Source: an optimization exercise on an open RTL-to-GDS flow (aim: small area and a short achievable clock period). Production flows keep margins and buffers that such runs may drop.
In this exercise RTL edits were held to simulation tests only and were not proved equivalent to the original.
Power figures rest on the tool's default switching activity, not on a simulated workload.

[flow/flow/run.sh]
#!/bin/bash
# Standard ORFS layout (the standard.sh), except that the port buffers that
# global placement inserts on every input and output use a plain buffer cell.
set -euo pipefail
bash standard.sh "BUFFER_PORTS_ARGS=-buffer_cell sky130_fd_sc_hd__buf_2" finish > standard.log 2>&1
[flow/standard.sh]
#!/bin/bash
# synth_recipe.tcl (not shown) runs the flow's synth.tcl, then flattens the netlist and writes it again
# the make line also repeats each setting of config.mk as NAME=value (left out here)
make -C /OpenROAD-flow-scripts/flow DESIGN_CONFIG=/design/flow/config.mk WORK_HOME=/design/flow/orfs CLKGATE_MAP_FILE= SYNTH_SCRIPT=/design/flow/synth_recipe.tcl "${@:-finish}"
[flow/config.mk]
export PLATFORM = sky130hd
export DESIGN_NAME = axis_hdr_insert_top
export DESIGN_NICKNAME = axis_hdr_insert_top
export VERILOG_FILES = /design/flow/design.v
export SDC_FILE = /design/flow/constraint.sdc
export NUM_CORES = 4
export LEC_CHECK = 0
export CAP_MARGIN = 20
export CORE_MARGIN = 2
export CORE_UTILIZATION = 40
export SLEW_MARGIN = 20
[flow/constraint.sdc]
create_clock -name core_clock -period 7.0 [get_ports {clk}]
set_input_delay 1.4000 -clock core_clock [delete_from_list [all_inputs] [get_ports {clk}]]
set_output_delay 1.4000 -clock core_clock [all_outputs]
set_load 0.01 [all_outputs]
[flow/design.v]
module axis_hdr_insert_top (
	input          clk,
	input          rst_n,
	input          valid_in,
	input  [127:0] data_in,
	input  [15:0]  keep_in,
	input          last_in,
	output         ready_in,
	output         valid_out,
	output [127:0] data_out,
	output [15:0]  keep_out,
	output         last_out,
	input          ready_out,
	input          valid_insert,
	input  [127:0] data_insert,
	input  [15:0]  keep_insert,
	input  [3:0]   byte_insert_cnt,
	output         ready_insert
);
axi_stream_insert_header #(
	.DATA_WD      (128),
	.DATA_BYTE_WD (16),
	.BYTE_CNT_WD  (4)
) u_core (
	.clk             (clk),
	.rst_n           (rst_n),
	.valid_in        (valid_in),
	.data_in         (data_in),
	.keep_in         (keep_in),
	.last_in         (last_in),
	.ready_in        (ready_in),
	.valid_out       (valid_out),
	.data_out        (data_out),
	.keep_out        (keep_out),
	.last_out        (last_out),
	.ready_out       (ready_out),
	.valid_insert    (valid_insert),
	.data_insert     (data_insert),
	.keep_insert     (keep_insert),
	.byte_insert_cnt (byte_insert_cnt),
	.ready_insert    (ready_insert)
);
endmodule

module axi_stream_insert_header
#(
	parameter 						DATA_WD = 32,
	parameter 						DATA_BYTE_WD = DATA_WD / 8,
	parameter 						BYTE_CNT_WD = $clog2(DATA_BYTE_WD)
)(
	input 							clk,
	input 							rst_n,
	input 							valid_in,
	input 	[DATA_WD-1 : 0] 		data_in,
	input 	[DATA_BYTE_WD-1 : 0] 	keep_in,
	input 							last_in,
	output 							ready_in,
	output 							valid_out,
	output 	[DATA_WD-1 : 0] 		data_out,
	output 	[DATA_BYTE_WD-1 : 0] 	keep_out,
	output 							last_out,
	input 							ready_out,
	input 							valid_insert,
	input 	[DATA_WD-1 : 0] 		data_insert,
	input 	[DATA_BYTE_WD-1 : 0] 	keep_insert,
	input	[BYTE_CNT_WD-1 : 0]		byte_insert_cnt,
	output 							ready_insert
);
localparam NB = DATA_BYTE_WD;           
localparam SW = $clog2(NB + 1);         
reg				r_ready_insert;
reg				r_in_active1;
reg				r_in_active2;
reg				r_valid_out;
reg				r_last_out;
reg	[2:0]		r_cnt;           
reg	[NB-1:0]	r_thdr;          
reg	[DATA_WD-1:0]		r_data;
reg	[DATA_WD-1:0]		r_data1;
reg	[NB-1:0]	r_keep;
reg	[NB-1:0]	r_keep1;
reg	[DATA_WD-1:0]		r_data_out;
reg	[NB-1:0]	r_keep_out;
wire w_insert_active = valid_insert & r_ready_insert;
wire w_load         = r_ready_insert ? valid_insert : valid_in;
wire w_in_active    = valid_in & ~r_ready_insert;
wire w_hold         = ~w_load;
wire [NB-1:0] w_s0 = keep_insert;
wire w_c0_h = w_s0[0] | w_s0[1];
wire w_c0_l = w_s0[0] & w_s0[1];
wire w_c1_h = w_s0[2] | w_s0[3];
wire w_c1_l = w_s0[2] & w_s0[3];
wire w_c2_h = w_c0_h | w_c1_h;
wire w_c2_l = w_c0_h & w_c1_h;
wire w_c3_h = w_c0_l | w_c1_l;
wire w_c3_l = w_c0_l & w_c1_l;
wire w_c4_h = w_c3_h | w_c2_l;
wire w_c4_l = w_c3_h & w_c2_l;
wire w_c5_h = w_s0[4] | w_s0[5];
wire w_c5_l = w_s0[4] & w_s0[5];
wire w_c6_h = w_s0[6] | w_s0[7];
wire w_c6_l = w_s0[6] & w_s0[7];
wire w_c7_h = w_c5_h | w_c6_h;
wire w_c7_l = w_c5_h & w_c6_h;
wire w_c8_h = w_c5_l | w_c6_l;
wire w_c8_l = w_c5_l & w_c6_l;
wire w_c9_h = w_c8_h | w_c7_l;
wire w_c9_l = w_c8_h & w_c7_l;
wire w_c10_h = w_c2_h | w_c7_h;
wire w_c10_l = w_c2_h & w_c7_h;
wire w_c11_h = w_c4_l | w_c9_l;
wire w_c11_l = w_c4_l & w_c9_l;
wire w_c12_h = w_c11_h | w_c10_l;
wire w_c12_l = w_c11_h & w_c10_l;
wire w_c13_h = w_c4_h | w_c9_h;
wire w_c13_l = w_c4_h & w_c9_h;
wire w_c14_h = w_c3_l | w_c8_l;
wire w_c14_l = w_c3_l & w_c8_l;
wire w_c15_h = w_c14_h | w_c13_l;
wire w_c15_l = w_c14_h & w_c13_l;
wire w_c16_h = w_c13_h | w_c12_h;
wire w_c16_l = w_c13_h & w_c12_h;
wire w_c17_h = w_c15_h | w_c12_l;
wire w_c17_l = w_c15_h & w_c12_l;
wire w_c18_h = w_c15_l | w_c11_l;
wire w_c18_l = w_c15_l & w_c11_l;
wire w_c19_h = w_s0[8] | w_s0[9];
wire w_c19_l = w_s0[8] & w_s0[9];
wire w_c20_h = w_s0[10] | w_s0[11];
wire w_c20_l = w_s0[10] & w_s0[11];
wire w_c21_h = w_c19_h | w_c20_h;
wire w_c21_l = w_c19_h & w_c20_h;
wire w_c22_h = w_c19_l | w_c20_l;
wire w_c22_l = w_c19_l & w_c20_l;
wire w_c23_h = w_c22_h | w_c21_l;
wire w_c23_l = w_c22_h & w_c21_l;
wire w_c24_h = w_s0[12] | w_s0[13];
wire w_c24_l = w_s0[12] & w_s0[13];
wire w_c25_h = w_s0[14] | w_s0[15];
wire w_c25_l = w_s0[14] & w_s0[15];
wire w_c26_h = w_c24_h | w_c25_h;
wire w_c26_l = w_c24_h & w_c25_h;
wire w_c27_h = w_c24_l | w_c25_l;
wire w_c27_l = w_c24_l & w_c25_l;
wire w_c28_h = w_c27_h | w_c26_l;
wire w_c28_l = w_c27_h & w_c26_l;
wire w_c29_h = w_c21_h | w_c26_h;
wire w_c29_l = w_c21_h & w_c26_h;
wire w_c30_h = w_c23_l | w_c28_l;
wire w_c30_l = w_c23_l & w_c28_l;
wire w_c31_h = w_c30_h | w_c29_l;
wire w_c31_l = w_c30_h & w_c29_l;
wire w_c32_h = w_c23_h | w_c28_h;
wire w_c32_l = w_c23_h & w_c28_h;
wire w_c33_h = w_c22_l | w_c27_l;
wire w_c33_l = w_c22_l & w_c27_l;
wire w_c34_h = w_c33_h | w_c32_l;
wire w_c34_l = w_c33_h & w_c32_l;
wire w_c35_h = w_c32_h | w_c31_h;
wire w_c35_l = w_c32_h & w_c31_h;
wire w_c36_h = w_c34_h | w_c31_l;
wire w_c36_l = w_c34_h & w_c31_l;
wire w_c37_h = w_c34_l | w_c30_l;
wire w_c37_l = w_c34_l & w_c30_l;
wire w_c38_h = w_c10_h | w_c29_h;
wire w_c38_l = w_c10_h & w_c29_h;
wire w_c39_h = w_c17_l | w_c36_l;
wire w_c39_l = w_c17_l & w_c36_l;
wire w_c40_h = w_c39_h | w_c38_l;
wire w_c40_l = w_c39_h & w_c38_l;
wire w_c41_h = w_c16_l | w_c35_l;
wire w_c41_l = w_c16_l & w_c35_l;
wire w_c42_h = w_c18_l | w_c37_l;
wire w_c42_l = w_c18_l & w_c37_l;
wire w_c43_h = w_c42_h | w_c41_l;
wire w_c43_l = w_c42_h & w_c41_l;
wire w_c44_h = w_c41_h | w_c40_h;
wire w_c44_l = w_c41_h & w_c40_h;
wire w_c45_h = w_c43_h | w_c40_l;
wire w_c45_l = w_c43_h & w_c40_l;
wire w_c46_h = w_c43_l | w_c39_l;
wire w_c46_l = w_c43_l & w_c39_l;
wire w_c47_h = w_c16_h | w_c35_h;
wire w_c47_l = w_c16_h & w_c35_h;
wire w_c48_h = w_c18_h | w_c37_h;
wire w_c48_l = w_c18_h & w_c37_h;
wire w_c49_h = w_c48_h | w_c47_l;
wire w_c49_l = w_c48_h & w_c47_l;
wire w_c50_h = w_c17_h | w_c36_h;
wire w_c50_l = w_c17_h & w_c36_h;
wire w_c51_h = w_c14_l | w_c33_l;
wire w_c51_l = w_c14_l & w_c33_l;
wire w_c52_h = w_c51_h | w_c50_l;
wire w_c52_l = w_c51_h & w_c50_l;
wire w_c53_h = w_c50_h | w_c49_h;
wire w_c53_l = w_c50_h & w_c49_h;
wire w_c54_h = w_c52_h | w_c49_l;
wire w_c54_l = w_c52_h & w_c49_l;
wire w_c55_h = w_c52_l | w_c48_l;
wire w_c55_l = w_c52_l & w_c48_l;
wire w_c56_h = w_c47_h | w_c44_h;
wire w_c56_l = w_c47_h & w_c44_h;
wire w_c57_h = w_c53_h | w_c44_l;
wire w_c57_l = w_c53_h & w_c44_l;
wire w_c58_h = w_c53_l | w_c45_h;
wire w_c58_l = w_c53_l & w_c45_h;
wire w_c59_h = w_c54_h | w_c45_l;
wire w_c59_l = w_c54_h & w_c45_l;
wire w_c60_h = w_c54_l | w_c46_h;
wire w_c60_l = w_c54_l & w_c46_h;
wire w_c61_h = w_c55_h | w_c46_l;
wire w_c61_l = w_c55_h & w_c46_l;
wire w_c62_h = w_c55_l | w_c42_l;
wire w_c62_l = w_c55_l & w_c42_l;
wire [NB-1:0] w_srt = {w_c51_l, w_c62_l, w_c62_h, w_c61_l, w_c61_h, w_c60_l, w_c60_h, w_c59_l, w_c59_h, w_c58_l, w_c58_h, w_c57_l, w_c57_h, w_c56_l, w_c56_h, w_c38_h};
wire w_flag         = r_in_active1 & ~r_in_active2;
wire w_out_en       = w_flag | r_valid_out;
assign ready_insert = r_ready_insert;
assign ready_in     = ~r_ready_insert;
assign valid_out    = r_valid_out;
assign last_out     = r_last_out;
assign data_out     = r_data_out;
assign keep_out     = r_keep_out;
always @(posedge clk or negedge rst_n) begin
	if (!rst_n) begin
		r_ready_insert <= 1'b1;
		r_in_active1   <= 1'b0;
		r_in_active2   <= 1'b0;
		r_valid_out    <= 1'b0;
		r_last_out     <= 1'b0;
	end else begin
		if (w_insert_active)
			r_ready_insert <= 1'b0;
		else if (last_in)
			r_ready_insert <= 1'b1;
		r_in_active1 <= w_in_active;
		r_in_active2 <= r_in_active1;
		if (w_flag)
			r_valid_out <= 1'b1;
		else if (r_last_out)
			r_valid_out <= 1'b0;
		r_last_out <= r_valid_out & (r_cnt == 3'd4);
	end
end
always @(posedge clk) begin
	if (w_flag)
		r_cnt <= 3'd0;
	else
		r_cnt <= r_cnt + 3'd1;
	if (w_insert_active)
		r_thdr <= w_srt;
	r_data <= ({DATA_WD{w_insert_active}} & data_insert) |
	          ({DATA_WD{w_in_active}} & data_in) |
	          ({DATA_WD{w_hold}} & r_data);
	r_keep <= ({NB{w_insert_active}} & keep_insert) |
	          ({NB{w_in_active}} & keep_in) |
	          ({NB{w_hold}} & r_keep);
	r_data1 <= r_data;
	r_keep1 <= r_keep;
end
wire [NB:1] w_t = r_thdr;        
wire [3:0]  w_rot;               
assign w_rot[3] = w_t[8] & ~w_t[16];
assign w_rot[2] = (w_t[4] & ~w_t[8]) | (w_t[12] & ~w_t[16]);
assign w_rot[1] = (w_t[2] & ~w_t[4]) | (w_t[6] & ~w_t[8]) | (w_t[10] & ~w_t[12]) | (w_t[14] & ~w_t[16]);
assign w_rot[0] = (w_t[1] & ~w_t[2]) | (w_t[3] & ~w_t[4]) | (w_t[5] & ~w_t[6]) | (w_t[7] & ~w_t[8]) |
                  (w_t[9] & ~w_t[10]) | (w_t[11] & ~w_t[12]) | (w_t[13] & ~w_t[14]) | (w_t[15] & ~w_t[16]);
reg [DATA_WD-1:0] w_mix, w_r8, w_r4, w_r2, w_shift;
reg [NB-1:0]      w_kmix, w_k8, w_k4, w_k2, w_kshift;
integer j;
always @* begin
	for (j = 0; j < NB; j = j + 1) begin
		w_mix[8*j +: 8] = w_t[j+1] ? r_data1[8*j +: 8] : r_data[8*j +: 8];
		w_kmix[j]       = w_t[j+1] & r_keep1[j];
	end
	for (j = 0; j < NB; j = j + 1) begin
		w_r8[8*j +: 8] = w_rot[3] ? w_mix[8*((j+8)%NB) +: 8] : w_mix[8*j +: 8];
		w_k8[j]        = w_rot[3] ? w_kmix[(j+8)%NB] : w_kmix[j];
	end
	for (j = 0; j < NB; j = j + 1) begin
		w_r4[8*j +: 8] = w_rot[2] ? w_r8[8*((j+4)%NB) +: 8] : w_r8[8*j +: 8];
		w_k4[j]        = w_rot[2] ? w_k8[(j+4)%NB] : w_k8[j];
	end
	for (j = 0; j < NB; j = j + 1) begin
		w_r2[8*j +: 8] = w_rot[1] ? w_r4[8*((j+2)%NB) +: 8] : w_r4[8*j +: 8];
		w_k2[j]        = w_rot[1] ? w_k4[(j+2)%NB] : w_k4[j];
	end
	for (j = 0; j < NB; j = j + 1) begin
		w_shift[8*j +: 8] = w_rot[0] ? w_r2[8*((j+1)%NB) +: 8] : w_r2[8*j +: 8];
		w_kshift[j]       = w_rot[0] ? w_k2[(j+1)%NB] : w_k2[j];
	end
end
always @(posedge clk or negedge rst_n) begin
	if (!rst_n) begin
		r_data_out <= {DATA_WD{1'b0}};
		r_keep_out <= {NB{1'b0}};
	end else begin
		if (w_out_en)
			r_data_out <= w_shift;
		if (w_flag)
			r_keep_out <= {NB{1'b1}};
		else if ((r_cnt == 3'd4) && r_valid_out && ready_out)
			r_keep_out <= w_kshift;
	end
end
endmodule
==> impl_summary.log, run 1 <==
[metrics] result of the run: complete, no violations
[metrics] Sink Count: 456
[metrics] DRC violations left: 0
[metrics] worst-margin pin slew: 1.09 ns
[metrics] main combinational cell family by area after synthesis: multiplexers
[metrics] ratio of cells with drive above 1 in the final layout: 21.6%
[metrics] Critical Path RT: 7.42 ns
[metrics] Bufs on Longest Clock Path: 3
[metrics] quantity of I/O buffers inserted on ports: 441
[metrics] CP Data Arrival Time: 4.49 ns
[metrics] clock root cell: sky130_fd_sc_hd__clkbuf_16
[metrics] leading post-synthesis cells by cell area: sky130_fd_sc_hd__mux2i_1 (30%), sky130_fd_sc_hd__dfxtp_1 (26%), sky130_fd_sc_hd__dfrtp_1 (16%), sky130_fd_sc_hd__nand2_1 (5.4%), sky130_fd_sc_hd__a22oi_1 (5.0%)
[metrics] simple-gate share of the synthesized area: 9.62%
[metrics] via count: 17700
[metrics] H-tree depth: 2
[metrics] end point of the worst hold path: u_core.r_keep1[7]
[metrics] Min-Delay Path Class: reg2reg
[metrics] total count of max-transition violations in the final report: 0
[metrics] PwrDens: 394 mW/mm^2
[metrics] total clock buffers created by CTS: 48
[metrics] die extent in x: 241 um
[metrics] origin of the worst setup path: u_core.r_thdr[15]
[metrics] Critical R2R Capture: u_core.r_data_out[80]
[metrics] proportion of synthesized flip-flops having asynchronous set or reset: 32.7%
[metrics] Die Ht: 241 um
[metrics] Netlist cell types: 45
[metrics] design internal power: 6490 uW
[metrics] Seq. cell area: 0.0100 mm^2
[metrics] max-capacitance violation count: 0
[metrics] switching power summed over all nets: 3940 uW
[metrics] peak clock frequency supported by timing: 0.245 GHz
[metrics] largest stage delay on the critical path: 0.99 ns
[metrics] clock network power share: 26.7%
[metrics] average cell area after synthesis: 10.2 um^2
[metrics] nature of the critical path endpoint: flop
[metrics] P&R area growth vs syn: 17.6%
[metrics] cell type with the largest total area after synthesis: sky130_fd_sc_hd__mux2i_1
[metrics] routability cong.: 0.967
[metrics] Setup CP Type: reg2reg
[metrics] first-pass GRT wire length: 108 mm
[metrics] worst reg-to-reg setup slack: 2.93 ns
[metrics] number of instances on the worst hold path: 0
[metrics] die area: 0.0582 mm^2
[metrics] crit path cell chain: nand2b_1 -> and2_4 -> buf_4 -> mux2i_1 -> mux2i_1 -> mux2i_1 -> a21oi_1
[metrics] sum of negative setup slack: 0 ns
[metrics] clock latency reported for the late side of the worst-skew pair: 0.59 ns
[metrics] relative max-transition margin: 27.3%
[metrics] netlist area before placement: 0.0225 mm^2
[metrics] worst r2r path cells: 7
[metrics] number of setup buffers added after CTS: 0
[metrics] Compound-Gate Fraction of Synth Area: 9.94%
[metrics] Antenna Diode Count: 0
[metrics] multiplexer share of the synthesized area: 30.4%
[metrics] #FFs+latches synth: 456
[metrics] largest driver fanout on the critical path: 42
[metrics] proportion of netlist area held by the largest area contributor: 30.4%
[metrics] most frequent CP cell: sky130_fd_sc_hd__mux2i_1
[metrics] syn_nets: 2515
[metrics] share of synthesized area occupied by flip-flops and latches: 44.6%
[metrics] cell at the slowest stage of the critical path: sky130_fd_sc_hd__edfxtp_1
[metrics] starting density of the core: 40.6%
[metrics] number of instances resized during post-cts repair: 0
[metrics] FF-to-FF Start: u_core.r_thdr[15]
[metrics] hold path start: u_core.r_keep[7]
[metrics] fraction of power consumed by combinational cells: 34.8%
[metrics] clock transition time at the flip-flop clock pins of the worst setup and hold paths: 0.06 ns
[metrics] number of standard cells after synthesis: 2215
[metrics] overall overflow remaining after global route: 0
[metrics] most common flop cell mapped by yosys: sky130_fd_sc_hd__dfxtp_1
[metrics] hold buffer count at cts: 0
[metrics] multi-input logic area: 0.0113 mm^2
[metrics] fraction of power spent switching nets: 37.8%
[metrics] final setup vio count: 0
[metrics] portion of the clock cycle consumed by the worst path in the final layout: 58.2%
[metrics] final critical delay including setup and external delays: 4.07 ns
[metrics] utilization of the core after routing: 47.8%
[metrics] final setup skew: 0.0167 ns
[metrics] Leakage: 0.0128 uW
[metrics] routed wirelength normalized by instance count: 22.3 um
[metrics] sum of routed wire length over all layers: 74.6 mm
[metrics] 1st-iter DRT viols: 1255
[metrics] clock tree from TritonCTS: done
[metrics] core box area: 0.0554 mm^2
[metrics] pin count of the biggest net entering global routing: 123
[metrics] global router's overall resource usage: 25.2%
[metrics] post-layout net count: 2862
[metrics] Setup crit start kind: flop
[metrics] EDFF count, synth: 16
[metrics] XOR/XNOR share of the synthesized area: 0.0389%
[metrics] setup repair after global routing missed its margin: false
[metrics] I/O pin cnt: 446
[metrics] antenna-violating nets left: 0
[metrics] vias in the first global route: 16900
[metrics] antenna violations before repair: 0
[metrics] Final Hold Viols: 0
[metrics] Std-Cell Rows: 86
[metrics] via density per instance: 5.29
[metrics] synthesized-area fraction occupied by adder cells: 0.111%
[metrics] drt first pass iters: 7
[metrics] detailed-placement wirelength estimate: 59.1 mm
[metrics] total number of yosys warnings: 1
[metrics] FILL cells: 5316
[metrics] worst ir drop on vdd: 0.176 mV
[metrics] share of total power in sequential cells: 38.5%
registers in the layout, indices dropped and copies added (netlist names):
register	cells
u_core.r_data	128
u_core.r_data_out	128
u_core.r_in_active2	1
u_core.r_keep	16
u_core.r_thdr	16
u_core.r_in_active1	1
u_core.r_cnt	3
u_core.r_keep_out	16
u_core.r_last_out	1
u_core.r_ready_insert	1
u_core.r_data1	128
u_core.r_keep1	16
u_core.r_valid_out	1
routing by layer:
metal,up-vias,share of wire (%),GRT usage [%]
li1,8589,-,-
met3,72,4.2,2.56
met2,508,45,39.4
met5,-,0,0
met4,0,2.2,6.77
met1,8536,49,37.0
final cells by class:
type                            count  share of cell area, %
Timing Repair Buffer              459                   8.96
Multi-Input combinational cell   1585                   42.8
Tap cell                          748                   3.53
Sequential cell                   456                   37.9
Clock inverter                     30                   1.67
Inverter                           12                  0.170
Clock buffer                       59                   4.96
critical path: cells and delay by family (launching register included):
| kind | cells | cell delay [ns] |
|---|---|---|
| multiplexers | 3 | 1.19 |
| flip-flops | 1 | 0.99 |
| AND/OR/NAND/NOR | 2 | 0.92 |
| buffers and inverters | 1 | 0.67 |
| AO/OA/AOI/OAI | 1 | 0.13 |
cells by family after synthesis:
| family | after synthesis |
|---|---|
| AOI/OAI and AO/OA | 354 |
| xor gates and xnor gates | 1 |
| adders and majority gates | 2 |
| buffers and inverters | 174 |
| DFF | 456 |
| muxes | 684 |
| and+or+nand+nor | 544 |
cell usage after synthesis (all sizes together), types with 2 or more instances:
cell type,n
mux2i,684
nand2,326
dfxtp,291
nor2,174
a21oi,164
a22oi,151
dfrtp,148
clkbuf,90
buf,72
edfxtp,16
inv,12
nor2b,11
a211oi,10
o211ai,10
nor4,7
o21ai,7
and2,6
and3,5
nand4,5
nand2b,4
o22ai,4
a22o,2
a31oi,2
ha,2
nand3,2
nor3,2
o31ai,2
placed cells by master, fill, tap and decap left out, types with 5 or more instances in the layout:
master                       synthesis  final
sky130_fd_sc_hd__clkbuf_8            0      7
sky130_fd_sc_hd__inv_1               7      7
sky130_fd_sc_hd__o211ai_1           10     10
sky130_fd_sc_hd__dfrtp_1           148    148
sky130_fd_sc_hd__clkinv_2            0      9
sky130_fd_sc_hd__edfxtp_1           16     16
sky130_fd_sc_hd__nor2b_1            10      9
sky130_fd_sc_hd__a211oi_1           10     10
sky130_fd_sc_hd__nand2_1           325    324
sky130_fd_sc_hd__clkbuf_16           0     48
sky130_fd_sc_hd__mux2i_1           684    684
sky130_fd_sc_hd__nor4_1              7      7
sky130_fd_sc_hd__buf_2              21    440
sky130_fd_sc_hd__bufinv_16           0     10
sky130_fd_sc_hd__dfxtp_1           291    291
sky130_fd_sc_hd__a22oi_1           150    150
sky130_fd_sc_hd__a21oi_1           164    164
sky130_fd_sc_hd__buf_4              17     16
sky130_fd_sc_hd__inv_2               5      5
sky130_fd_sc_hd__nand4_1             5      5
sky130_fd_sc_hd__nor2_1            174    173
sky130_fd_sc_hd__and3_1              5      5
sky130_fd_sc_hd__clkinvlp_4          0      5
power groups by stage:
stage               clock (uW)  combinational [uW]  sequential [uW]
floorplan                    0                2020             4070
global placement             0                3540             4040
detailed placement           0                3580             4080
CTS                       2840                3600             4030
global route              2950                3930             4110
finish                    2790                3630             4020
how the worst max path moves through the flow:
stage                     slack (ns)  depth (start not counted)                     to
after floorplan                 4.03                          7       u_core.r_thdr[8]
after global placement          3.10                          7  u_core.r_data_out[80]
after detailed placement        3.05                          7  u_core.r_data_out[88]
after CTS                       3.02                          7  u_core.r_data_out[88]
after global routing            2.81                          7  u_core.r_data_out[90]
final                           2.93                          7  u_core.r_data_out[80]
per-stage QoR:
stage               total power, uW  setup WS (ns)  cell area (um^2)  hold WS, ns  instances
detailed placement             7660           3.05             24700        0.336       3260
global placement               7580           3.10             24700        0.338       3260
floorplan                      6090           4.03             22500        0.331       2215
finish                        10400           2.93             26500        0.351       3349
CTS                           10500           3.02             26500        0.349       3349
global route                  11000           2.81             26500        0.359       3349
==> run 2: changes to the inputs <==
--- a/flow/config.mk
+++ b/flow/config.mk
@@ -8,4 +8,5 @@
 export CAP_MARGIN = 20
 export CORE_MARGIN = 2
 export CORE_UTILIZATION = 40
+export SETUP_SLACK_MARGIN = 3.9
 export SLEW_MARGIN = 20
==> run 2 against run 1 <==
  * Still clean on timing, DRC and antenna
  * First-iteration DRC count rose by 0.88%
  * Register-to-register slack improved by 1.0 ns
  * Synthesized area did not move
==> impl_summary.log, run 2 <==
[metrics] final standard cell count with taps included and fillers excluded: 3370 (+0.63%)
[metrics] buffers plus inverters on the worst setup path: 2 (+1)
[metrics] DRC violations left: 0 (unchanged)
[metrics] drt first pass iters: 6 (-1)
[metrics] top flop regs: u_core.r_data1 x128, u_core.r_data x128, u_core.r_data_out x128
[metrics] utilization of the core after routing: 48.3% (+0.57 points)
[metrics] Antenna Diode Count: 0 (unchanged)
[metrics] portion of the clock cycle consumed by the worst path in the final layout: 43.5% (-15 points)
[metrics] nature of the critical path endpoint: flop
[metrics] via count: 17800 (+0.38%)
[metrics] Min-Delay Path Class: reg2reg
[metrics] proportion of netlist area held by the largest area contributor: 30.4% (unchanged)
[metrics] crit path cell chain: buf_4 -> nand2b_4 -> buf_8 -> mux2i_1 -> mux2i_1 -> mux2i_1 -> mux2i_1 -> a21oi_1
[metrics] final setup vio count: 0 (unchanged)
[metrics] average cell area after synthesis: 10.2 um^2 (unchanged)
[metrics] Setup CP Type: reg2reg
[metrics] clock latency reported for the late side of the worst-skew pair: 0.59 ns (about the same)
[metrics] FF-to-FF Start: u_core.r_thdr[7]
[metrics] I/O pin cnt: 446 (unchanged)
[metrics] Post-synth top cells: sky130_fd_sc_hd__mux2i_1 (684), sky130_fd_sc_hd__nand2_1 (325), sky130_fd_sc_hd__dfxtp_1 (291), sky130_fd_sc_hd__nor2_1 (174), sky130_fd_sc_hd__a21oi_1 (164)
[metrics] clock transition time at the flip-flop clock pins of the worst setup and hold paths: 0.06 ns (about the same)
[metrics] hold path start: u_core.r_keep[7]
[metrics] pin count of the biggest net entering global routing: 123 (unchanged)
[metrics] commonest non-fill, non-tap cells in the layout: sky130_fd_sc_hd__mux2i_1 (663), sky130_fd_sc_hd__buf_2 (440), sky130_fd_sc_hd__nand2_1 (324)
[metrics] max-capacitance violation count: 0 (unchanged)
[metrics] most frequent CP cell: sky130_fd_sc_hd__mux2i_1
[metrics] FILL cells: 5281 (-0.66%)
[metrics] total count of max-transition violations in the final report: 0 (unchanged)
[metrics] largest driver fanout on the critical path: 56 (+33%)
[metrics] worst ir drop on vdd: 0.174 mV (-0.97%)
[metrics] antenna-violating nets left: 0 (unchanged)
[metrics] first-pass GRT wire length: 109 mm (+1.0%)
[metrics] Netlist cell types: 45 (unchanged)
[metrics] top-count cell post-synth: sky130_fd_sc_hd__mux2i_1
[metrics] largest stage delay on the critical path: 0.49 ns (-0.50 ns)
[metrics] #FFs+latches synth: 456 (unchanged)
[metrics] sum of negative setup slack: 0 ns (unchanged)
[metrics] cell at the slowest stage of the critical path: sky130_fd_sc_hd__buf_8
[metrics] clock root cell: sky130_fd_sc_hd__clkbuf_16
[metrics] setup repair after global routing missed its margin: true
[metrics] core box area: 0.0554 mm^2 (unchanged)
[metrics] die extent in x: 241 um (unchanged)
[metrics] Bufs on Longest Clock Path: 3 (unchanged)
[metrics] Std-Cell Rows: 86 (unchanged)
[metrics] ratio of cells with drive above 1 in the final layout: 23.1% (+1.5 points)
[metrics] Leakage: 0.0129 uW (+0.67%)
[metrics] instance area at placement: 0.0247 mm^2 (unchanged)
[metrics] via density per instance: 5.27 (-0.24%)
[metrics] Final Hold Viols: 0 (unchanged)
[metrics] hold buffer count at cts: 0 (unchanged)
[metrics] total clock buffers created by CTS: 48 (unchanged)
[metrics] final setup skew: 0.0143 ns (-0.00238 ns)
[metrics] routability cong.: 0.967 (unchanged)
[metrics] total number of yosys warnings: 1 (unchanged)
[metrics] leading post-synthesis cells by cell area: sky130_fd_sc_hd__mux2i_1 (30%), sky130_fd_sc_hd__dfxtp_1 (26%), sky130_fd_sc_hd__dfrtp_1 (16%), sky130_fd_sc_hd__nand2_1 (5.4%), sky130_fd_sc_hd__a22oi_1 (5.0%)
[metrics] number of standard cells after synthesis: 2215 (unchanged)
[metrics] Setup crit start kind: flop
[metrics] vias in the first global route: 17100 (+0.93%)
[metrics] origin of the worst setup path: u_core.r_thdr[7]
[metrics] Die Ht: 241 um (unchanged)
[metrics] clock tree from TritonCTS: done
[metrics] most common flop cell mapped by yosys: sky130_fd_sc_hd__dfxtp_1
[metrics] 1st-iter DRT viols: 1266 (+0.88%)
[metrics] Sink Count: 456 (unchanged)
[metrics] starting density of the core: 40.6% (unchanged)
[metrics] post-layout net count: 2883 (+0.73%)
[metrics] peak clock frequency supported by timing: 0.328 GHz (+34%)
[metrics] sum of routed wire length over all layers: 75.6 mm (+1.4%)
[metrics] share of synthesized area occupied by flip-flops and latches: 44.6% (unchanged)
[metrics] detailed-placement wirelength estimate: 59.1 mm (unchanged)
[metrics] CP Data Arrival Time: 3.53 ns (-0.96 ns)
[metrics] proportion of synthesized flip-flops having asynchronous set or reset: 32.7% (unchanged)
[metrics] Top Family by Delay on Critical Path: multiplexers
[metrics] EDFF count, synth: 16 (unchanged)
[metrics] result of the run: complete, no violations
[metrics] P&R area growth vs syn: 19.0%
[metrics] H-tree depth: 2 (unchanged)
[metrics] routed wirelength normalized by instance count: 22.4 um (+0.80%)
[metrics] Critical Path RT: 7.48 ns (+0.06 ns)
[metrics] global router's overall resource usage: 25.4% (+0.28 points)
[metrics] PwrDens: 392 mW/mm^2 (-0.63%)
[metrics] relative max-transition margin: 33.1% (+5.9 points)
[metrics] die area: 0.0582 mm^2 (unchanged)
[metrics] placed instance count: 3260 (unchanged)
[metrics] syn_nets: 2515 (unchanged)
[metrics] most frequent standard cell in the layout excluding fill and tap cells: sky130_fd_sc_hd__mux2i_1
[metrics] quantity of I/O buffers inserted on ports: 441 (unchanged)
[metrics] overall overflow remaining after global route: 0 (unchanged)
[metrics] worst-margin pin slew: 0.999 ns (-0.0917 ns)
[metrics] final critical delay including setup and external delays: 3.05 ns (-1.03 ns)
[metrics] post-route design area: 0.0268 mm^2 (+1.2%)
[metrics] netlist area before placement: 0.0225 mm^2 (unchanged)
[metrics] cell type with the largest total area after synthesis: sky130_fd_sc_hd__mux2i_1
[metrics] antenna violations before repair: 1 (+1)
## run 2: cell counts after synthesis
No cell type changed its count.
## run 2: where the power goes
| group | total, uW | leakage (uW) | switching, uW | internal (uW) |
|---|---|---|---|---|
| clock | 2790 | 0.000852 | 1070 | 1710 |
| sequential | 4010 | 0.00430 | 541 | 3470 |
| combinational | 3690 | 0.00770 | 2360 | 1340 |
| total | 10500 | 0.0129 | 3970 | 6520 |
## run 2: layout make-up
type | count | area (um^2) | share of cell area [%]
clock buffer | 59 | 1310 | 4.90
clock inverter | 30 | 443 | 1.65
tap | 748 | 936 | 3.49
multi-input combinational | 1587 | 11400 | 42.7
sequential | 456 | 10000 | 37.5
inverter | 12 | 45.0 | 0.168
timing repair buffer | 478 | 2580 | 9.64
## run 2: timing repair
| action | CTS | global route |
|---|---|---|
| buffers inserted | 14 | 5 |
| pin swaps | 2 | 0 |
| endpoints found under the setup margin | 158 | 65 |
| cloned | 2 | 0 |
| gates resized for setup | 24 | 14 |
## run 2: final timing paths
kind | endpoint | slack, ns | cells past startpoint
min in group asynchronous | u_core.r_data_out[71] | 0.91 | 1
worst min-delay path | u_core.r_keep1[7] | 0.35 | 0
worst min register to register | u_core.r_keep1[7] | 0.35 | 0
max in group asynchronous | u_core.r_data_out[94] | 4.83 | 2
worst max-delay path | u_core.r_data_out[26] | 3.95 | 8
worst max register to register | u_core.r_data_out[26] | 3.95 | 8
## run 2: routing by layer
| metal | GRT usage, % | wire length [um] | up-vias |
|---|---|---|---|
| li1 | - | - | 8624 |
| met1 | 37.1 | 36600 | 8518 |
| met2 | 39.9 | 33800 | 546 |
| met3 | 2.79 | 3430 | 83 |
| met4 | 7.31 | 1810 | 2 |
| met5 | 0 | 13 | - |
## run 2: cells by family (layout without fill, tap and decap cells)
| logic type | count (synthesis) | count (layout) | synth area share [%] |
|---|---|---|---|
| compound gates | 354 | 354 | 9.94 |
| xor+xnor | 1 | 1 | 0.0389 |
| fa+ha+maj | 2 | 2 | 0.111 |
| buf+inv | 174 | 579 | 5.33 |
| flops | 456 | 456 | 44.6 |
| mux | 684 | 684 | 30.4 |
| simple gates | 544 | 546 | 9.62 |
## run 2: stage by stage
step	hold slack [ns]	total power, uW	worst slack (ns)
floorplan	0.331	6090	4.03
global placement	0.338	7580	3.10
detailed placement	0.336	7660	3.05
CTS	0.349	10500	3.93
global route	0.359	11100	3.86
finish	0.349	10500	3.95
==> run 3: changes to the inputs <==
--- a/flow/config.mk
+++ b/flow/config.mk
@@ -8,5 +8,5 @@
 export CAP_MARGIN = 20
 export CORE_MARGIN = 2
 export CORE_UTILIZATION = 40
-export SETUP_SLACK_MARGIN = 3.9
+export SETUP_SLACK_MARGIN = 4.6
 export SLEW_MARGIN = 20
==> run 3 against run 2 <==
  * Clock power is 7.9% lower
  * Register-to-register slack improved by 0.39 ns
  * Synthesized cell count is the same
  * Synthesized area unchanged
  * Cell count up 8.1%
  * Maximum frequency up 13%
  * Global-route usage rose by 2.3 points
  * Sequential share of layout area down 8.1 points
  * Largest cell class unchanged
==> impl_summary.log, run 3 <==
[metrics] Netlist cell types: 45 (unchanged)
[metrics] largest driver fanout on the critical path: 3 (-95%)
[metrics] Die Ht: 241 um (unchanged)
[metrics] clock tree from TritonCTS: done
[metrics] drt first pass iters: 5 (-1)
[metrics] overall overflow remaining after global route: 0 (unchanged)
[metrics] final critical delay including setup and external delays: 2.71 ns (-0.342 ns)
[metrics] clock root cell: sky130_fd_sc_hd__clkbuf_16
[metrics] core box area: 0.0554 mm^2 (unchanged)
[metrics] FF-to-FF Start: u_core.r_thdr[7]
[metrics] Post-synth top cells: sky130_fd_sc_hd__mux2i_1 (684), sky130_fd_sc_hd__nand2_1 (325), sky130_fd_sc_hd__dfxtp_1 (291), sky130_fd_sc_hd__nor2_1 (174), sky130_fd_sc_hd__a21oi_1 (164)
[metrics] antenna violations before repair: 0 (-1)
[metrics] most frequent standard cell in the layout excluding fill and tap cells: sky130_fd_sc_hd__buf_2
[metrics] DRC violations left: 0 (unchanged)
[metrics] final setup skew: 0.0326 ns (+0.0182 ns)
[metrics] relative max-transition margin: 28.1% (-5.1 points)
[metrics] top-count cell post-synth: sky130_fd_sc_hd__mux2i_1
[metrics] nature of the critical path endpoint: output pin
[metrics] Setup crit start kind: flop
[metrics] 1st-iter DRT viols: 1871 (+48%)
[metrics] setup repair after global routing missed its margin: true
[metrics] die extent in x: 241 um (unchanged)
[metrics] detailed-placement wirelength estimate: 58.6 mm (-0.95%)
[metrics] global router's overall resource usage: 27.7% (+2.3 points)
[metrics] CP Data Arrival Time: 1.31 ns (-2.22 ns)
[metrics] #FFs+latches synth: 456 (unchanged)
[metrics] first-pass GRT wire length: 118 mm (+8.3%)
[metrics] cell type with the largest total area after synthesis: sky130_fd_sc_hd__mux2i_1
[metrics] die area: 0.0582 mm^2 (unchanged)
[metrics] share of synthesized area occupied by flip-flops and latches: 44.6% (unchanged)
[metrics] switching power summed over all nets: 5050 uW (+27%)
[metrics] Min-Delay Path Class: reg2reg
[metrics] fraction of power spent switching nets: 39.9% (+2.0 points)
[metrics] commonest non-fill, non-tap cells in the layout: sky130_fd_sc_hd__buf_2 (400), sky130_fd_sc_hd__nand2_1 (320), sky130_fd_sc_hd__mux2i_1 (293)
[metrics] max-capacitance violation count: 0 (unchanged)
[metrics] result of the run: complete, no violations
[metrics] antenna-violating nets left: 0 (unchanged)
[metrics] Antenna Diode Count: 0 (unchanged)
[metrics] starting density of the core: 40.6% (unchanged)
[metrics] via density per instance: 5.63 (+6.7%)
[metrics] vias in the first global route: 18200 (+6.7%)
[metrics] clock transition time at the flip-flop clock pins of the worst setup and hold paths: 0.06 ns (about the same)
[metrics] final setup vio count: 0 (unchanged)
[metrics] Leakage: 0.0146 uW (+14%)
[metrics] design internal power: 7610 uW (+17%)
[metrics] worst-margin pin slew: 1.07 ns (+0.0758 ns)
[metrics] proportion of synthesized flip-flops having asynchronous set or reset: 32.7% (unchanged)
[metrics] most common flop cell mapped by yosys: sky130_fd_sc_hd__dfxtp_1
[metrics] peak clock frequency supported by timing: 0.370 GHz (+13%)
[metrics] total count of max-transition violations in the final report: 0 (unchanged)
[metrics] via count: 20500 (+15%)
[metrics] netlist area before placement: 0.0225 mm^2 (unchanged)
[metrics] Critical Path RT: 5.60 ns (-1.88 ns)
[metrics] Bufs on Longest Clock Path: 3 (unchanged)
[metrics] share of total power in sequential cells: 32.0% (-6.2 points)
[metrics] ratio of cells with drive above 1 in the final layout: 44.8% (+22 points)
[metrics] proportion of netlist area held by the largest area contributor: 30.4% (unchanged)
[metrics] Final Hold Viols: 0 (unchanged)
[metrics] Sink Count: 456 (unchanged)
[metrics] I/O pin cnt: 446 (unchanged)
[metrics] post-layout net count: 3157 (+9.5%)
[metrics] utilization of the core after routing: 61.6% (+13 points)
[metrics] leading post-synthesis cells by cell area: sky130_fd_sc_hd__mux2i_1 (30%), sky130_fd_sc_hd__dfxtp_1 (26%), sky130_fd_sc_hd__dfrtp_1 (16%), sky130_fd_sc_hd__nand2_1 (5.4%), sky130_fd_sc_hd__a22oi_1 (5.0%)
[metrics] placed instance count: 3257 (-0.092%)
[metrics] portion of the clock cycle consumed by the worst path in the final layout: 38.6% (-4.9 points)
[metrics] Std-Cell Rows: 86 (unchanged)
[metrics] clock latency reported for the late side of the worst-skew pair: 0.61 ns (+0.02 ns)
[metrics] number of standard cells after synthesis: 2215 (unchanged)
[metrics] average cell area after synthesis: 10.2 um^2 (unchanged)
[metrics] total clock buffers created by CTS: 50 (+4.2%)
[metrics] total number of yosys warnings: 1 (unchanged)
[metrics] hold path start: u_core.r_keep[14]
[metrics] routability cong.: 0.956 (-1.2%)
[metrics] sum of negative setup slack: 0 ns (unchanged)
[metrics] sum of routed wire length over all layers: 93.4 mm (+24%)
[metrics] EDFF count, synth: 16 (unchanged)
[metrics] quantity of I/O buffers inserted on ports: 441 (unchanged)
[metrics] Setup CP Type: reg2out
[metrics] worst ir drop on vdd: 0.215 mV (+24%)
[metrics] pin count of the biggest net entering global routing: 145 (+18%)
[metrics] origin of the worst setup path: u_core.r_ready_insert
[metrics] routed wirelength normalized by instance count: 25.6 um (+14%)
[metrics] Worst Slack Setup Final: 4.29 ns (+0.342 ns)
[metrics] syn_nets: 2515 (unchanged)
[metrics] PwrDens: 371 mW/mm^2 (-5.4%)
[metrics] fraction of power consumed by combinational cells: 47.7% (+13 points)
[metrics] pre-CTS worst setup slack: 3.09 ns (+0.0446 ns)
[metrics] H-tree depth: 2 (unchanged)
[metrics] final standard cell count with taps included and fillers excluded: 3644 (+8.1%)
[metrics] P&R area growth vs syn: 51.7%
[metrics] top flop regs: u_core.r_data1 x128, u_core.r_data x128, u_core.r_data_out x128
[metrics] clock network power share: 20.3% (-6.2 points)
## run 3: cell counts after synthesis
No cell type changed its count.
## run 3: worst max-delay path, stage by stage (launching register included)
cell and delay, ns:
sky130_fd_sc_hd__dfstp_2 0.56, sky130_fd_sc_hd__inv_2 0.05, sky130_fd_sc_hd__buf_6 0.11
## run 3: through the flow
stage	total power (uW)	cell area (um^2)	hold slack [ns]
after floorplan	6110	22800	0.331
after global placement	7580	24900	0.339
after detailed placement	7670	24900	0.338
after CTS	11100	29700	0.351
after global routing	13100	34200	0.352
final	12700	34200	0.350
## run 3: power groups by stage
stage / combinational, uW / clock [uW] / sequential (uW)
5_1_grt: 6300 / 2710 / 4120
6_report: 6030 / 2570 / 4060
3_5_place_dp: 3570 / 0 / 4090
4_1_cts: 4530 / 2590 / 4010
2_1_floorplan: 2040 / 0 / 4070
3_3_place_gp: 3530 / 0 / 4050
## run 3: logic make-up (layout without fill, tap and decap cells)
group / count (synthesis) / in the layout / synth area share, %
simple gates: 544 / 550 / 9.62
flops: 456 / 456 / 44.6
buf+inv: 174 / 849 / 5.33
compound gates: 354 / 354 / 9.94
xor+xnor: 1 / 1 / 0.0389
mux: 684 / 684 / 30.4
fa+ha+maj: 2 / 2 / 0.111
## run 3: layout make-up
type | count | area [um^2]
repair buffers | 746 | 6150
flip-flops and latches | 456 | 10000
clock buffers | 66 | 1340
inverters | 12 | 47.5
clock inverters | 25 | 220
fillers | 4296 | 21300
multi-input cells | 1591 | 15400
well taps | 748 | 936
## run 3: worst paths after layout
path	to	slack [ns]	cells past startpoint
setup / recovery	ready_in	4.29	2
hold reg to reg	u_core.r_keep1[14]	0.35	0
min in group asynchronous	u_core.r_data_out[37]	0.85	1
setup reg to reg	u_core.r_data_out[25]	4.34	12
max in group asynchronous	u_core.r_keep_out[12]	5.02	2
hold / removal	u_core.r_keep1[14]	0.35	0
## run 3: layer usage
metal	share of wire (%)	wire length (um)	global-route usage, %
met3	7.7	7240	3.70
met4	5.2	4850	11.2
met2	45	42400	42.9
met5	0	0	0
met1	42	38900	39.1
## run 3: timing repair
| item | in CTS | in global routing |
|---|---|---|
| pin swaps | 14 | 121 |
| hold endpoints to repair | 0 | 0 |
| buffers inserted | 133 | 123 |
| endpoints found under the setup margin | 393 | 464 |
| cloned | 23 | 17 |
| gates resized for setup | 326 | 540 |
| hold buffers | 0 | 0 |
==> run 4: changes to the inputs <==
--- a/flow/config.mk
+++ b/flow/config.mk
@@ -8,5 +8,5 @@
 export CAP_MARGIN = 20
 export CORE_MARGIN = 2
 export CORE_UTILIZATION = 40
-export SETUP_SLACK_MARGIN = 4.6
+export SETUP_SLACK_MARGIN = 4.9
 export SLEW_MARGIN = 20
==> run 4 against run 3 <==
  * Cell count is 0.85% higher
  * Synthesized cell count stayed put
  * Clock power increased by 4%
  * Sequential share of layout area down 1.4 points
  * Clock skew decreased by 0.016 ns
  * First-iteration DRC count is 13% lower
  * Critical path depth rose by 8
  * Flip-flop and latch count unchanged
  * Cell area up 5.2%
  * Non-clock buffer count grew 35
  * Synthesized area stayed put
  * Hold slack improved by 0.0015 ns
  * Critical path type is now reg2reg
  * Critical endpoint is now u_core.r_data_out[87]
  * Largest power group unchanged
==> impl_summary.log, run 4 <==
[metrics] routed wirelength normalized by instance count: 26.3 um (+2.5%)
[metrics] P&R area growth vs syn: 59.5%
[metrics] post-route design area: 0.0359 mm^2 (+5.2%)
[metrics] most frequent standard cell in the layout excluding fill and tap cells: sky130_fd_sc_hd__buf_2
[metrics] Min-Delay Path Class: reg2reg
[metrics] Critical R2R Capture: u_core.r_data_out[87]
[metrics] Critical Path RT: 7.51 ns (+1.91 ns)
[metrics] clock latency reported for the late side of the worst-skew pair: 0.60 ns (about the same)
[metrics] clock tree from TritonCTS: done
[metrics] Leakage: 0.0149 uW (+2.3%)
[metrics] vias in the first global route: 19200 (+5.4%)
[metrics] hold buffer count at cts: 0 (unchanged)
[metrics] number of standard cells after synthesis: 2215 (unchanged)
[metrics] first-pass GRT wire length: 125 mm (+6.2%)
[metrics] leading post-synthesis cells by cell area: sky130_fd_sc_hd__mux2i_1 (30%), sky130_fd_sc_hd__dfxtp_1 (26%), sky130_fd_sc_hd__dfrtp_1 (16%), sky130_fd_sc_hd__nand2_1 (5.4%), sky130_fd_sc_hd__a22oi_1 (5.0%)
[metrics] ratio of cells with drive above 1 in the final layout: 52.6% (+7.8 points)
[metrics] crit path cell chain: buf_4 -> buf_6 -> buf_6 -> nand2b_4 -> buf_16 -> mux2i_1 -> mux2i_1 -> mux2i_2 -> mux2i_1 -> a21oi_1
[metrics] placed instance count: 3257 (unchanged)
[metrics] EDFF count, synth: 16 (unchanged)
[metrics] Setup CP Type: reg2reg
[metrics] clock network power share: 20.4% (about the same)
[metrics] nature of the critical path endpoint: flop
[metrics] met2 layer usage reported by global route: 45.9% (+3.0 points)
[metrics] total power: 13000 uW (+3.0%)
[metrics] starting density of the core: 40.6% (unchanged)
[metrics] die extent in x: 241 um (unchanged)
[metrics] Bufs on Longest Clock Path: 3 (unchanged)
[metrics] Sink Count: 456 (unchanged)
[metrics] final setup vio count: 0 (unchanged)
[metrics] final setup skew: 0.0166 ns (-0.0159 ns)
[metrics] most common flop cell mapped by yosys: sky130_fd_sc_hd__dfxtp_1
[metrics] detailed-placement wirelength estimate: 59.2 mm (+1.1%)
[metrics] proportion of synthesized flip-flops having asynchronous set or reset: 32.7% (unchanged)
[metrics] cell type with the largest total area after synthesis: sky130_fd_sc_hd__mux2i_1
[metrics] Std-Cell Rows: 86 (unchanged)
[metrics] final critical delay including setup and external delays: 2.80 ns (+0.0952 ns)
[metrics] pin count of the biggest net entering global routing: 145 (unchanged)
[metrics] largest stage delay on the critical path: 0.51 ns (-0.05 ns)
[metrics] top flop regs: u_core.r_data1 x128, u_core.r_data x128, u_core.r_data_out x128
[metrics] die area: 0.0582 mm^2 (unchanged)
[metrics] largest driver fanout on the critical path: 6 (+3)
[metrics] clock transition time at the flip-flop clock pins of the worst setup and hold paths: 0.06 ns (about the same)
[metrics] worst r2r path cells: 10 (-2)
[metrics] total count of max-transition violations in the final report: 0 (unchanged)
[metrics] CP Data Arrival Time: 3.31 ns (+2.00 ns)
[metrics] Setup crit start kind: flop
[metrics] worst reg-to-reg setup slack: 4.20 ns (-0.14 ns)
[metrics] peak clock frequency supported by timing: 0.357 GHz (-3.4%)
[metrics] PwrDens: 363 mW/mm^2 (-2.0%)
[metrics] layer with the highest usage after global routing: met2
[metrics] clock root cell: sky130_fd_sc_hd__clkbuf_16
[metrics] share of synthesized area occupied by flip-flops and latches: 44.6% (unchanged)
[metrics] core box area: 0.0554 mm^2 (unchanged)
[metrics] worst ir drop on vdd: 0.208 mV (-3.2%)
[metrics] instance area at placement: 0.0256 mm^2 (+3.1%)
[metrics] routability cong.: 0.976 (+2.2%)
[metrics] post-layout net count: 3187 (+0.95%)
[metrics] worst setup path endpoint: u_core.r_data_out[87]
[metrics] max-capacitance violation count: 0 (unchanged)
[metrics] FF-to-FF Start: u_core.r_thdr[15]
[metrics] switching power summed over all nets: 5140 uW (+1.9%)
[metrics] portion of the clock cycle consumed by the worst path in the final layout: 40.0% (+1.4 points)
[metrics] overall overflow remaining after global route: 0 (unchanged)
[metrics] I/O pin cnt: 446 (unchanged)
[metrics] drt first pass iters: 5 (unchanged)
[metrics] quantity of I/O buffers inserted on ports: 441 (unchanged)
[metrics] utilization of the core after routing: 64.8% (+3.2 points)
[metrics] via count: 20500 (-0.034%)
[metrics] met3 routing resource usage after global routing: 4.88% (+1.2 points)
[metrics] 1st-iter DRT viols: 1630 (-13%)
[metrics] antenna violations before repair: 2 (+2)
[metrics] design internal power: 7900 uW (+3.8%)
[metrics] Post-synth top cells: sky130_fd_sc_hd__mux2i_1 (684), sky130_fd_sc_hd__nand2_1 (325), sky130_fd_sc_hd__dfxtp_1 (291), sky130_fd_sc_hd__nor2_1 (174), sky130_fd_sc_hd__a21oi_1 (164)
[metrics] total clock buffers created by CTS: 48 (-4.0%)
[metrics] fraction of power spent switching nets: 39.4% (-0.44 points)
[metrics] Netlist cell types: 45 (unchanged)
[metrics] Global Route met1 Usage: 40.1% (+0.91 points)
[metrics] netlist area before placement: 0.0225 mm^2 (unchanged)
[metrics] global router's overall resource usage: 29.3% (+1.6 points)
[metrics] final standard cell count with taps included and fillers excluded: 3675 (+0.85%)
[metrics] Die Ht: 241 um (unchanged)
[metrics] average cell area after synthesis: 10.2 um^2 (unchanged)
[metrics] origin of the worst setup path: u_core.r_thdr[15]
[metrics] commonest non-fill, non-tap cells in the layout: sky130_fd_sc_hd__buf_2 (402), sky130_fd_sc_hd__nand2_1 (318), sky130_fd_sc_hd__dfxtp_1 (291)
[metrics] number of instances on the worst hold path: 0 (unchanged)
[metrics] top-count cell post-synth: sky130_fd_sc_hd__mux2i_1
[metrics] #FFs+latches synth: 456 (unchanged)
[metrics] sum of negative setup slack: 0 ns (unchanged)
[metrics] setup repair after global routing missed its margin: true
[metrics] proportion of netlist area held by the largest area contributor: 30.4% (unchanged)
[metrics] DRC violations left: 0 (unchanged)
[metrics] worst-margin pin slew: 0.898 ns (-0.177 ns)
[metrics] antenna-violating nets left: 0 (unchanged)
[metrics] cell at the slowest stage of the critical path: sky130_fd_sc_hd__mux2i_1
[metrics] sum of routed wire length over all layers: 96.6 mm (+3.4%)
[metrics] relative max-transition margin: 38.4% (+10 points)
[metrics] total number of yosys warnings: 1 (unchanged)
[metrics] via density per instance: 5.58 (-0.88%)
[metrics] result of the run: complete, no violations
[metrics] most frequent CP cell: sky130_fd_sc_hd__mux2i_1
[metrics] share of total power in sequential cells: 31.0% (-1.0 points)
[metrics] Final Hold Viols: 0 (unchanged)
[metrics] syn_nets: 2515 (unchanged)
[metrics] H-tree depth: 2 (unchanged)
[metrics] fraction of power consumed by combinational cells: 48.6% (+0.9 points)
==> run 4: metrics by stage <==
step           worst slack [ns]  hold slack (ns)
6_report                   4.20            0.351
5_1_grt                    4.07            0.362
4_1_cts                    4.26            0.352
3_5_place_dp               3.12            0.337
3_3_place_gp               3.17            0.339
2_1_floorplan              4.24            0.331
==> run 4: how the worst min path moves through the flow <==
stage / start / endpoint / slack [ns]
final: u_core.r_keep[3] / u_core.r_keep1[3] / 0.35
after global routing: u_core.r_keep[14] / u_core.r_keep1[14] / 0.36
after detailed placement: u_core.r_keep[1] / u_core.r_keep1[1] / 0.34
after floorplan: u_core.r_keep[0] / u_core.r_keep1[0] / 0.33
after CTS: u_core.r_keep[3] / u_core.r_keep1[3] / 0.35
after global placement: u_core.r_keep[12] / u_core.r_keep1[12] / 0.34
==> run 4: layout make-up <==
class | count | area, um^2
tap | 748 | 936
fill | 4105 | 19500
timing repair buffer | 781 | 6650
clock buffer | 69 | 1360
sequential | 456 | 10000
inverter | 12 | 47.5
clock inverter | 20 | 268
antenna | 1 | 2.50
multi-input combinational | 1588 | 16600
==> run 4: what timing repair did <==
action	in CTS	in global routing
gates cloned	27	19
hold endpoints to repair	0	0
buffers inserted	190	92
endpoints found under the setup margin	520	520
pin swaps	164	66
gates resized for setup	739	251
==> run 4: metal layers <==
| layer | wire length (um) | share of wire [%] |
|---|---|---|
| met3 | 6330 | 6.6 |
| met1 | 41000 | 42 |
| met4 | 4790 | 5.0 |
| met5 | 12 | 0.012 |
| met2 | 44500 | 46 |
==> run 4: logic make-up (layout without fill, tap and decap cells) <==
kind of cell,after synthesis,in the layout,share of synthesized area [%]
AO/OA/AOI/OAI,354,354,9.94
adder cells (fa/ha/maj),2,2,0.111
XOR/XNOR,1,1,0.0389
multiplexers,684,684,30.4
buffers and inverters,174,882,5.33
other,0,1,0
AND/OR/NAND/NOR,544,547,9.62
flip-flops,456,456,44.6
==> run 4: power by group through the flow <==
stage          sequential, uW  combinational [uW]  clock [uW]
2_1_floorplan            4070                2150           0
3_3_place_gp             4040                3630           0
3_5_place_dp             4080                3670           0
4_1_cts                  4000                5300        2680
5_1_grt                  4110                6630        2800
6_report                 4050                6340        2660
==> run 4: critical path: cells and delay by family, from the launching register on <==
kind,cells,cell delay [ns]
AND/OR/NAND/NOR,1,0.22
buffers and inverters,4,0.56
flip-flops,1,0.41
multiplexers,4,1.37
AO/OA/AOI/OAI,1,0.14
==> run 5: changes to the inputs <==
--- a/flow/config.mk
+++ b/flow/config.mk
@@ -8,5 +8,5 @@
 export CAP_MARGIN = 20
 export CORE_MARGIN = 2
 export CORE_UTILIZATION = 40
-export SETUP_SLACK_MARGIN = 4.9
+export SETUP_SLACK_MARGIN = 4.3
 export SLEW_MARGIN = 20
==> run 5 against run 4 <==
  * Sequential share of layout area is 8.6 points higher
  * Combinational power is 38% lower
  * Clock skew is 0.013 ns higher
  * Still clean on timing, DRC and antenna
  * Global-route usage is 2.9 points lower
==> impl_summary.log, run 5 <==
[metrics] via density per instance: 5.38 (-3.6%)
[metrics] routed wire length on met2: 35.2 mm (-21%)
[metrics] leading post-synthesis cells by cell area: sky130_fd_sc_hd__mux2i_1 (30%), sky130_fd_sc_hd__dfxtp_1 (26%), sky130_fd_sc_hd__dfrtp_1 (16%), sky130_fd_sc_hd__nand2_1 (5.4%), sky130_fd_sc_hd__a22oi_1 (5.0%)
[metrics] clock tree from TritonCTS: done
[metrics] antenna-violating nets left: 0 (unchanged)
[metrics] Netlist cell types: 45 (unchanged)
[metrics] origin of the worst setup path: u_core.r_thdr[7]
[metrics] proportion of synthesized flip-flops having asynchronous set or reset: 32.7% (unchanged)
[metrics] Final Hold Viols: 0 (unchanged)
[metrics] via count: 18100 (-11%)
[metrics] routed wirelength normalized by instance count: 23.3 um (-11%)
[metrics] Critical Path RT: 7.50 ns (about the same)
[metrics] Std-Cell Rows: 86 (unchanged)
[metrics] fraction of power spent switching nets: 38.9% (-0.58 points)
[metrics] portion of the clock cycle consumed by the worst path in the final layout: 39.5% (-0.47 points)
[metrics] routability cong.: 0.972 (-0.42%)
[metrics] sum of negative setup slack: 0 ns (unchanged)
[metrics] Leakage: 0.0129 uW (-14%)
[metrics] peak clock frequency supported by timing: 0.361 GHz (+1.2%)
[metrics] total number of yosys warnings: 1 (unchanged)
[metrics] Bufs on Longest Clock Path: 3 (unchanged)
[metrics] Detail Route met3 WL: 4.29 mm (-32%)
[metrics] worst-margin pin slew: 1.00 ns (+0.104 ns)
[metrics] quantity of I/O buffers inserted on ports: 441 (unchanged)
[metrics] final setup vio count: 0 (unchanged)
[metrics] 1st-iter DRT viols: 1285 (-21%)
[metrics] overall overflow remaining after global route: 0 (unchanged)
[metrics] most common flop cell mapped by yosys: sky130_fd_sc_hd__dfxtp_1
[metrics] proportion of netlist area held by the largest area contributor: 30.4% (unchanged)
[metrics] top flop regs: u_core.r_data1 x128, u_core.r_data x128, u_core.r_data_out x128
[metrics] syn_nets: 2515 (unchanged)
[metrics] PwrDens: 381 mW/mm^2 (+5.1%)
[metrics] CP Data Arrival Time: 3.27 ns (-0.04 ns)
[metrics] multi-input logic area: 0.0120 mm^2 (-28%)
[metrics] post-layout net count: 2889 (-9.4%)
[metrics] first-pass GRT wire length: 113 mm (-9.9%)
[metrics] Seq. cell area: 0.0100 mm^2 (unchanged)
[metrics] result of the run: complete, no violations
[metrics] clock latency reported for the late side of the worst-skew pair: 0.61 ns (about the same)
[metrics] share of synthesized area occupied by flip-flops and latches: 44.6% (unchanged)
[metrics] final critical delay including setup and external delays: 2.77 ns (-0.0329 ns)
[metrics] hold path start: u_core.r_keep[1]
[metrics] Setup crit start kind: flop
[metrics] Antenna Diode Count: 0 (-1)
[metrics] sum of routed wire length over all layers: 78.8 mm (-18%)
[metrics] die area: 0.0582 mm^2 (unchanged)
[metrics] cell type with the largest total area after synthesis: sky130_fd_sc_hd__mux2i_1
[metrics] FILL cells: 5186 (+26%)
[metrics] pin count of the biggest net entering global routing: 139 (-4.1%)
[metrics] clock transition time at the flip-flop clock pins of the worst setup and hold paths: 0.06 ns (about the same)
[metrics] largest driver fanout on the critical path: 32 (+26)
[metrics] total count of max-transition violations in the final report: 0 (unchanged)
[metrics] most frequent standard cell in the layout excluding fill and tap cells: sky130_fd_sc_hd__mux2i_1
[metrics] global router's overall resource usage: 26.4% (-2.9 points)
[metrics] total clock buffers created by CTS: 47 (-2.1%)
[metrics] design internal power: 6400 uW (-19%)
[metrics] final setup skew: 0.0293 ns (+0.0127 ns)
[metrics] I/O pin cnt: 446 (unchanged)
[metrics] average cell area after synthesis: 10.2 um^2 (unchanged)
[metrics] setup repair after global routing missed its margin: true
[metrics] number of standard cells after synthesis: 2215 (unchanged)
[metrics] fraction of power consumed by combinational cells: 37.4% (-11 points)
[metrics] P&R area growth vs syn: 21.9%
[metrics] Min-Delay Path Class: reg2reg
[metrics] relative max-transition margin: 33.2% (-5.2 points)
[metrics] max-capacitance violation count: 0 (unchanged)
[metrics] die extent in x: 241 um (unchanged)
[metrics] hold buffer count at cts: 0 (unchanged)
[metrics] nature of the critical path endpoint: flop
[metrics] share of total power in sequential cells: 38.3% (+7.3 points)
[metrics] total power: 10500 uW (-20%)
[metrics] FF-to-FF Start: u_core.r_thdr[7]
[metrics] Die Ht: 241 um (unchanged)
[metrics] H-tree depth: 2 (unchanged)
[metrics] switching power summed over all nets: 4070 uW (-21%)
[metrics] netlist area before placement: 0.0225 mm^2 (unchanged)
[metrics] ratio of cells with drive above 1 in the final layout: 27.2% (-25 points)
[metrics] utilization of the core after routing: 49.5% (-15 points)
[metrics] detailed-placement wirelength estimate: 59.3 mm (+0.22%)
[metrics] top-count cell post-synth: sky130_fd_sc_hd__mux2i_1
[metrics] clock network power share: 24.2% (+3.8 points)
[metrics] DRC violations left: 0 (unchanged)
[metrics] worst ir drop on vdd: 0.200 mV (-3.9%)
[metrics] EDFF count, synth: 16 (unchanged)
[metrics] clock root cell: sky130_fd_sc_hd__clkbuf_16
[metrics] commonest non-fill, non-tap cells in the layout: sky130_fd_sc_hd__mux2i_1 (575), sky130_fd_sc_hd__buf_2 (438), sky130_fd_sc_hd__nand2_1 (324)
[metrics] Post-synth top cells: sky130_fd_sc_hd__mux2i_1 (684), sky130_fd_sc_hd__nand2_1 (325), sky130_fd_sc_hd__dfxtp_1 (291), sky130_fd_sc_hd__nor2_1 (174), sky130_fd_sc_hd__a21oi_1 (164)
[metrics] Met1 Routed Length: 36.9 mm (-9.9%)
[metrics] #FFs+latches synth: 456 (unchanged)
[metrics] antenna violations before repair: 0 (-2)
[metrics] Sink Count: 456 (unchanged)
[metrics] uppermost routed layer: met4
[metrics] vias in the first global route: 17300 (-9.9%)
[metrics] Setup CP Type: reg2reg
[metrics] starting density of the core: 40.6% (unchanged)
[metrics] core box area: 0.0554 mm^2 (unchanged)
[metrics] drt first pass iters: 5 (unchanged)
[run 5: per-layer routing]
layer,up-vias,track usage (%)
met5,-,0
met4,0,8.36
met3,91,3.30
met2,637,40.9
met1,8784,38.4
li1,8634,-
[run 5: worst paths after layout]
path / endpoint / slack [ns] / cells past startpoint
setup / recovery: u_core.r_data_out[110] / 4.23 / 8
hold / removal: u_core.r_keep1[1] / 0.35 / 0
setup reg to reg: u_core.r_data_out[110] / 4.23 / 8
hold reg to reg: u_core.r_keep1[1] / 0.35 / 0
max in group asynchronous: u_core.r_keep_out[2] / 4.76 / 2
min in group asynchronous: u_core.r_data_out[68] / 0.88 / 1
[run 5: kinds of logic after synthesis]
logic type                 after synthesis  synth area share, %
buffers and inverters                  174                 5.33
and+or+nand+nor                        544                 9.62
AOI/OAI and AO/OA                      354                 9.94
adders and majority gates                2                0.111
xor gates and xnor gates                 1               0.0389
DFF                                    456                 44.6
muxes                                  684                 30.4
[run 5: layout make-up]
type | count | area share [%]
clock buffer | 67 | 4.93
clock inverter | 21 | 0.825
inverter | 12 | 0.164
multi-input combinational | 1591 | 43.8
tap | 748 | 3.41
sequential | 456 | 36.6
timing repair buffer | 481 | 10.3
[run 5: what timing repair did]
item / in CTS / in global routing
buffers inserted: 17 / 3
cloned: 10 / 1
hold endpoints to repair: 0 / 0
gates resized for setup: 113 / 37
setup endpoints to repair: 236 / 190
pin swaps: 2 / 1
[run 5: power groups by stage]
stage	combinational (uW)	clock [uW]	sequential (uW)
2_1_floorplan	2030	0	4070
3_3_place_gp	3540	0	4050
3_5_place_dp	3590	0	4080
4_1_cts	3810	2580	4020
5_1_grt	4200	2690	4110
6_report	3920	2540	4010
[run 5: metrics by stage]
stage	worst slack, ns	instances	instance area [um^2]	hold slack, ns
floorplan	4.23	2215	22700	0.331
global placement	3.30	3257	24800	0.339
detailed placement	3.29	3257	24800	0.338
CTS	4.23	3372	27200	0.348
global route	4.21	3376	27400	0.361
finish	4.23	3376	27400	0.347
[run 5: worst max-delay path, stage by stage, from the launching register on]
cell	delay (ns)
sky130_fd_sc_hd__edfxtp_1	0.38
sky130_fd_sc_hd__buf_12	0.23
sky130_fd_sc_hd__nor2b_4	0.29
sky130_fd_sc_hd__buf_16	0.26
sky130_fd_sc_hd__mux2i_2	0.45
sky130_fd_sc_hd__mux2i_1	0.26
sky130_fd_sc_hd__mux2i_1	0.34
sky130_fd_sc_hd__mux2i_1	0.22
sky130_fd_sc_hd__a21oi_1	0.19

[separate check: timing with driven ports]
No port has a modelled driver above. Below, the same layouts with a new extraction and two added sets of constraints.
Step 1: set_driving_cell puts a clkbuf_16 on clk and a buf_2 on each other input, an assumption about the parent block.
Step 2 times the ports against the registers' clock, not the clock port: input delays grow and output delays shrink by t, the midpoint of the rising clock arrivals with the driver on.
Slacks: no drivers / after step 1 / after step 2; pairs: no drivers / after step 1.
| run | t (ns) | setup slack, ns | worst hold slack (ns) | worst setup path after step 2 | pins driven straight from the clock port |
|---|---|---|---|---|---|
| run 1 | 0.643 | 2.926 / 2.926 / 2.926 | 0.351 / 0.351 / 0.351 | register to register | 1 |
| run 2 | 0.646 | 3.953 / 3.953 / 3.431 | 0.349 / 0.349 / 0.349 | input to register | 1 |
| run 3 | 0.660 | 4.295 / 4.231 / 3.971 | 0.350 / 0.350 / 0.350 | input to register | 1 |
| run 4 | 0.655 | 4.199 / 4.199 / 3.917 | 0.351 / 0.351 / 0.351 | input to register | 1 |
| run 5 | 0.653 | 4.232 / 4.197 / 3.846 | 0.347 / 0.347 / 0.347 | input to register | 1 |
After both steps every run listed still meets setup and hold. For run 2, which loses most, drivers alone change the setup slack by 0.000 ns; drivers and shift together by -0.522 ns.
